Source: an optimization exercise on an open RTL-to-GDS flow (aim: small area). Production flows keep margins and buffers that such runs may drop.
RTL that was checked went through simulation tests only; none was proved equivalent to the original.

// calc_mvd_cost
module calc_mvd_cost (
    input                       ap_clk,
    input                       ap_rst,
    input                       ap_start,
    input                       ap_ce,
    output logic                ap_done,
    output logic                ap_ready,
    output logic                ap_idle,
    input        [31:0]         x,
    input        [31:0]         y,
    input        [31:0]         mv_shift,
    input        [15:0]         mv_cand_0,
    input        [15:0]         mv_cand_1,
    input        [15:0]         mv_cand_2,
    input        [15:0]         mv_cand_3,
    output logic [63:0]         bitcost,
    output logic                bitcost_ap_vld,
    input        [63:0]         lambda_sqrt_integer_int64,
    input        [63:0]         lambda_sqrt_decimal_int64,
    output logic [63:0]         mvd_cost_int64,
    output logic                mvd_cost_int64_ap_vld
);
Size in the first run: ~3200 cells after synthesis, roughly 290 flip-flops, roughly 31000 um2 of cells after synthesis.
==> flow/config.mk <==
export PLATFORM = sky130hd
export DESIGN_NAME = calc_mvd_cost
export DESIGN_NICKNAME = calc_mvd_cost
export VERILOG_FILES = /design/flow/design.v
export SDC_FILE = /design/flow/constraint.sdc
export NUM_CORES = 4
export LEC_CHECK = 0
export CAP_MARGIN = 20
export CORE_MARGIN = 2
export CORE_UTILIZATION = 40
export GPL_TIMING_DRIVEN = 0
export SLEW_MARGIN = 20
==> flow/constraint.sdc <==
create_clock -name core_clock -period 9.0 [get_ports {ap_clk}]
set_input_delay 1.8000 -clock core_clock [delete_from_list [all_inputs] [get_ports {ap_clk}]]
set_output_delay 1.8000 -clock core_clock [all_outputs]
set_load 0.01 [all_outputs]
standard.sh (not shown) runs the stock make flow with config.mk's settings and CLKGATE_MAP_FILE= SYNTH_SCRIPT=/design/flow/synth_recipe.tcl, a recipe that flattens the netlist after the stock synthesis.
==> flow/flow/run.sh <==
#!/bin/bash
set -euo pipefail
bash standard.sh "BUFFER_PORTS_ARGS=-buffer_cell sky130_fd_sc_hd__buf_1" finish > standard_flow.log 2>&1
The starting point went through all stages and came out clean.
Next try:
--- a/flow/config.mk
+++ b/flow/config.mk
@@ -9,4 +9,3 @@
 export CORE_MARGIN = 2
 export CORE_UTILIZATION = 40
-export GPL_TIMING_DRIVEN = 0
 export SLEW_MARGIN = 20
Result:
- The new run ran to the end with no violations
- core utilization fell by 0.71 points
- final cell count went up by 0.38%
- die area is unchanged
No functional check of the RTL was part of any run of this note.

* * *

exp/zinc:
Another version of the RTL of calc_mvd_cost (not shown whole).
For scale: about 430 I/O pins.
Design calc_mvd_cost, start of the top module:
module calc_mvd_cost (
    input                       ap_clk,
    input                       ap_rst,
    input                       ap_start,
    input                       ap_ce,
    output logic                ap_done,
    output logic                ap_ready,
    output logic                ap_idle,
    input        [31:0]         x,
    input        [31:0]         y,
    input        [31:0]         mv_shift,
    input        [15:0]         mv_cand_0,
    input        [15:0]         mv_cand_1,
    input        [15:0]         mv_cand_2,
    input        [15:0]         mv_cand_3,
    output logic [63:0]         bitcost,
    output logic                bitcost_ap_vld,
    input        [63:0]         lambda_sqrt_integer_int64,
    input        [63:0]         lambda_sqrt_decimal_int64,
    output logic [63:0]         mvd_cost_int64,
    output logic                mvd_cost_int64_ap_vld
);
    logic        shift_big;
    assign shift_big = |mv_shift[31:5];
    function automatic logic [17:0] shift_axis(input logic [31:0] v, input logic [4:0] s,
  ...
Settings: LEC_CHECK=0, CAP_MARGIN=20, CORE_MARGIN=2, CORE_UTILIZATION=40, CTS_BUF_LIST=sky130_fd_sc_hd__clkbuf_4, SLEW_MARGIN=20; clock period 9.0 ns.
==> flow/flow/run.sh <==
#!/bin/bash
set -euo pipefail
work=$(pwd)
mkdir -p custom
# ORFS's synth.tcl, with the ABC script swapped after the preamble sets it
sed 's|^source \$::env(SCRIPTS_DIR)/synth_preamble.tcl$|&\nset abc_args [lreplace $abc_args 1 1 '"$work"'/flow/abc_area_timing.script]|' \
    "$FLOW_HOME/scripts/synth.tcl" > custom/synth.tcl
grep -q abc_area_timing custom/synth.tcl
sed 's|^source \$::env(SCRIPTS_DIR)/synth.tcl$|source '"$work"'/custom/synth.tcl|' synth_recipe.tcl > custom/synth_recipe.tcl
grep -q custom/synth.tcl custom/synth_recipe.tcl
bash standard.sh SYNTH_SCRIPT="$work/custom/synth_recipe.tcl" SYNTH_ARGS=-noabc \
    "BUFFER_PORTS_ARGS=-buffer_cell sky130_fd_sc_hd__buf_1" finish > standard_flow.log 2>&1
==> flow/flow/abc_area_timing.script <==
&get -n
&st
&dch
&nf -R 1000
&put
buffer -c
topo
stime -c
upsize -c
dnsize -c
diff inputs: exp/zinc => exp/pepper
- a change of CAP_MARGIN from 20 to 5
- a change of SLEW_MARGIN from 20 to 5
- an added CTS_CLUSTER_SIZE of 24
- an added CTS_CLUSTER_DIAMETER of 100
- a deleted CTS_BUF_LIST that had been sky130_fd_sc_hd__clkbuf_4
==> comparison <==
- exp/pepper vs. exp/zinc: global-route track usage on met3 fell by 1.2 points; routed length per placed instance now sits higher.
- exp/pepper: post-route cell area lower than exp/zinc
Edits applied to the flow inputs when going from exp/pepper to exp/yarrow:
- CAP_MARGIN now 20, was 5
- SLEW_MARGIN now 20, was 5
- CORE_UTILIZATION now 50, was 40
- PLACE_DENSITY now 0.7, previously not set
==> summary.txt <==
Summary of exp/yarrow over exp/pepper: inserted tap cell count saw a decrease, area added between synthesis and finish saw a decrease.
Relative to exp/pepper, wire length of the first global-routing pass has decreased by about 2.5% in exp/yarrow.
Post-synthesis area per instance came out exactly the same in exp/pepper and exp/yarrow.
[compare] base=exp/pepper new=exp/yarrow: routed wire length went down; overall fraction of global-route tracks in use went up; sequential fraction of total cell area went up.
[inputs] exp/amber vs exp/yarrow
- CTS_CLUSTER_DIAMETER removed (was 100)
- CORE_UTILIZATION changed from 50 to 40
- PLACE_DENSITY removed (was 0.7)
- CTS_CLUSTER_SIZE removed (was 24)
--- outcome ---
- Every run (exp/yarrow and exp/amber) finished clean.
- exp/amber against exp/yarrow: ratio of routed vias to standard cells decreased 5.8%; met3 routed wirelength moved up.

* * *

calc_mvd_cost again, from the RTL that the note above started with.
clock: 9.0 ns
lec_check: 0
cap_margin: 20
core_margin: 2
core_utilization: 40
cts_cluster_diameter: 100
cts_cluster_size: 24
slew_margin: 20
Scripts as last shown in full above: flow/flow/run.sh, flow/flow/abc_area_timing.script
Next try:
- CTS_CLUSTER_DIAMETER: 100 -> 150
- CTS_CLUSTER_SIZE: 24 -> 30
First-iteration DRC count grows by 11%.
Via count hardly moves.
Non-clock buffer count is unchanged.
Sequential share of layout area grows by 0.15 points.
Wire length shrinks by 0.61%.
Global-route usage is about the same.
Next try:
==> flow/flow/abc_area_timing.script (replaced) <==
&get -n
&st
&dch
&nf -R 1000
&st
&dch
&nf -R 1000
&put
buffer -c
topo
stime -c
upsize -c
dnsize -c
- CORE_UTILIZATION: 40 -> 50
- CTS_CLUSTER_DIAMETER: 150 -> 100
- CTS_CLUSTER_SIZE: 30 -> 24
- PLACE_DENSITY: unset -> 0.7
Wire length goes down by a few percent; via count rose slightly; count of clock-buffer cells in the layout rose by 5; critical path depth is unchanged; global-route usage increases by 3.4 points.

* * *

Another version of the RTL of calc_mvd_cost (not shown whole).
For scale: ~3200 cells after synthesis, ~270 flip-flops, ~430 I/O pins, about 0.031 sq mm of cells after synthesis.
Design calc_mvd_cost, start of the top module:
module calc_mvd_cost (
    input                       ap_clk,
    input                       ap_rst,
    input                       ap_start,
    input                       ap_ce,
    output logic                ap_done,
    output logic                ap_ready,
    output logic                ap_idle,
    input        [31:0]         x,
    input        [31:0]         y,
    input        [31:0]         mv_shift,
    input        [15:0]         mv_cand_0,
    input        [15:0]         mv_cand_1,
    input        [15:0]         mv_cand_2,
    input        [15:0]         mv_cand_3,
    output logic [63:0]         bitcost,
    output logic                bitcost_ap_vld,
    input        [63:0]         lambda_sqrt_integer_int64,
    input        [63:0]         lambda_sqrt_decimal_int64,
    output logic [63:0]         mvd_cost_int64,
    output logic                mvd_cost_int64_ap_vld
);
    logic        shift_big;
    logic [31:0] xs, ys;
    assign shift_big = |mv_shift[31:5];
    assign xs = shift_big ? 32'd0 : (x << mv_shift[4:0]);
  ...
Settings: LEC_CHECK=0, CAP_MARGIN=20, CORE_MARGIN=2, CORE_UTILIZATION=65, SLEW_MARGIN=20; clock period 9.0 ns.
run.sh (not shown) runs the stock make flow with config.mk's settings and CLKGATE_MAP_FILE= SYNTH_SCRIPT=/design/flow/synth_recipe.tcl, a recipe that flattens the netlist after the stock synthesis.
Stock flow here: none of the scripts above is used.
The first run failed in global routing.
Rerun with:
==> flow/flow/run.sh (new file) <==
#!/bin/bash
set -euo pipefail
bash standard.sh "BUFFER_PORTS_ARGS=-buffer_cell sky130_fd_sc_hd__buf_1" finish > standard_flow.log 2>&1
==> flow/standard.sh (new file) <==
#!/bin/bash
# synth_recipe.tcl (not shown) runs the flow's synth.tcl, then flattens the netlist and writes it again
# the make line also repeats each setting of config.mk as NAME=value (left out here)
make -C /OpenROAD-flow-scripts/flow DESIGN_CONFIG=/design/flow/config.mk WORK_HOME=/design/flow/orfs CLKGATE_MAP_FILE= SYNTH_SCRIPT=/design/flow/synth_recipe.tcl "${@:-finish}"
- CORE_UTILIZATION: 65 -> 40
removed: flow/run.sh
Effect:
- The changed run completed and failed the layout checks on setup timing
- synthesized cell count does not change
- area after synthesis is unchanged

* * *

== v6 ==
Another version of the RTL of calc_mvd_cost (not shown whole).
Size: about 300 flip-flops, about 430 I/O pins, ~25000 um2 of cells after synthesis.
export LEC_CHECK = 0
export CAP_MARGIN = 20
export CORE_MARGIN = 2
export CORE_UTILIZATION = 58
export CTS_CLUSTER_DIAMETER = 100
export CTS_CLUSTER_SIZE = 24
export PLACE_DENSITY = 0.78
export SLEW_MARGIN = 20
create_clock -name core_clock -period 9.0 [get_ports {ap_clk}]
standard.sh (not shown) runs the stock make flow with config.mk's settings and CLKGATE_MAP_FILE= SYNTH_SCRIPT=/design/flow/synth_recipe.tcl, a recipe that flattens the netlist after the stock synthesis.
==> flow/flow/run.sh <==
#!/bin/bash
set -euo pipefail
work=$(pwd)
mkdir -p custom
# ORFS's synth.tcl, with the ABC script swapped after the preamble sets it
sed 's|^source \$::env(SCRIPTS_DIR)/synth_preamble.tcl$|&\nset abc_args [lreplace $abc_args 1 1 '"$work"'/flow/abc_area_timing.script]|' \
    "$FLOW_HOME/scripts/synth.tcl" > custom/synth.tcl
grep -q abc_area_timing custom/synth.tcl
sed 's|^source \$::env(SCRIPTS_DIR)/synth.tcl$|source '"$work"'/custom/synth.tcl|' synth_recipe.tcl > custom/synth_recipe.tcl
grep -q custom/synth.tcl custom/synth_recipe.tcl
bash standard.sh SYNTH_SCRIPT="$work/custom/synth_recipe.tcl" SYNTH_ARGS=-noabc \
    "BUFFER_PORTS_ARGS=-buffer_cell sky130_fd_sc_hd__buf_1" finish > standard_flow.log 2>&1
==> flow/flow/abc_area_timing.script <==
&get -n
&st
&dch
&nf -R 1000
&put
buffer -c
topo
stime -c
upsize -c
dnsize -c
Input-level comparison between v7 and v6:
Settings: a change of PLACE_DENSITY from 0.78 to 0.7; a change of CORE_UTILIZATION from 58 to 50.
v7 went all the way through synthesis, placement and routing and the layout is clean on timing, DRC and antenna.
v6 has a lower inserted tap cell count than v7.
v6 → v7: final wirelength rose 2.2%; non-clock buffer count now sits higher.
For v7, the end of the critical path was p2[27], unlike v6, where it was r3[43].

separate check: timing with driven ports:
How much do the figures lean on ideal ports? The routed layouts below were timed once more, with nothing changed but the port constraints.
Step 1 assumes that a clkbuf_16 drives the clock port and a buf_2 every other input.
Step 2 also shifts input and output timing later by t, the mid clock arrival at the registers, as if the neighbouring blocks saw the same clock.
a / b / c = ideal ports / drivers / drivers and shift; a / b = the first two.
run | t (ns) | slack for setup (ns) | worst register clock-pin slew, ns | cell pins on the clock port's net
the first run of note 1 | 0.597 | 0.224 / 0.254 / -0.343 | 0.06 / 0.06 | 1
the second run of note 1 | 0.643 | 0.432 / 0.466 / -0.177 | 0.07 / 0.07 | 1
exp/zinc | 0.819 | 0.688 / 0.688 / -0.089 | 0.08 / 0.08 | 1
exp/pepper | 0.589 | 0.585 / 0.625 / 0.037 | 0.10 / 0.10 | 1
exp/yarrow | 0.566 | 0.473 / 0.512 / -0.053 | 0.09 / 0.09 | 1
exp/amber | 0.577 | 0.682 / 0.682 / 0.146 | 0.06 / 0.06 | 1
the first run of note 3 | 0.589 | 0.585 / 0.625 / 0.037 | 0.10 / 0.10 | 1
the second run of note 3 | 0.579 | 0.599 / 0.638 / 0.059 | 0.12 / 0.12 | 1
the third run of note 3 | 0.587 | 0.531 / 0.571 / -0.015 | 0.10 / 0.10 | 1
the second run of note 4 | 0.615 | -0.727 / -0.727 / -0.727 | 0.06 / 0.06 | 1
v6 | 0.568 | 0.422 / 0.422 / 0.037 | 0.11 / 0.11 | 1
v7 | 0.563 | 0.534 / 0.534 / 0.069 | 0.10 / 0.10 | 1
With both steps, setup timing fails in 5 of these runs, where it was met with ideal ports. For exp/zinc, which loses most, drivers alone change the setup slack by 0.000 ns; drivers and shift together by -0.777 ns.
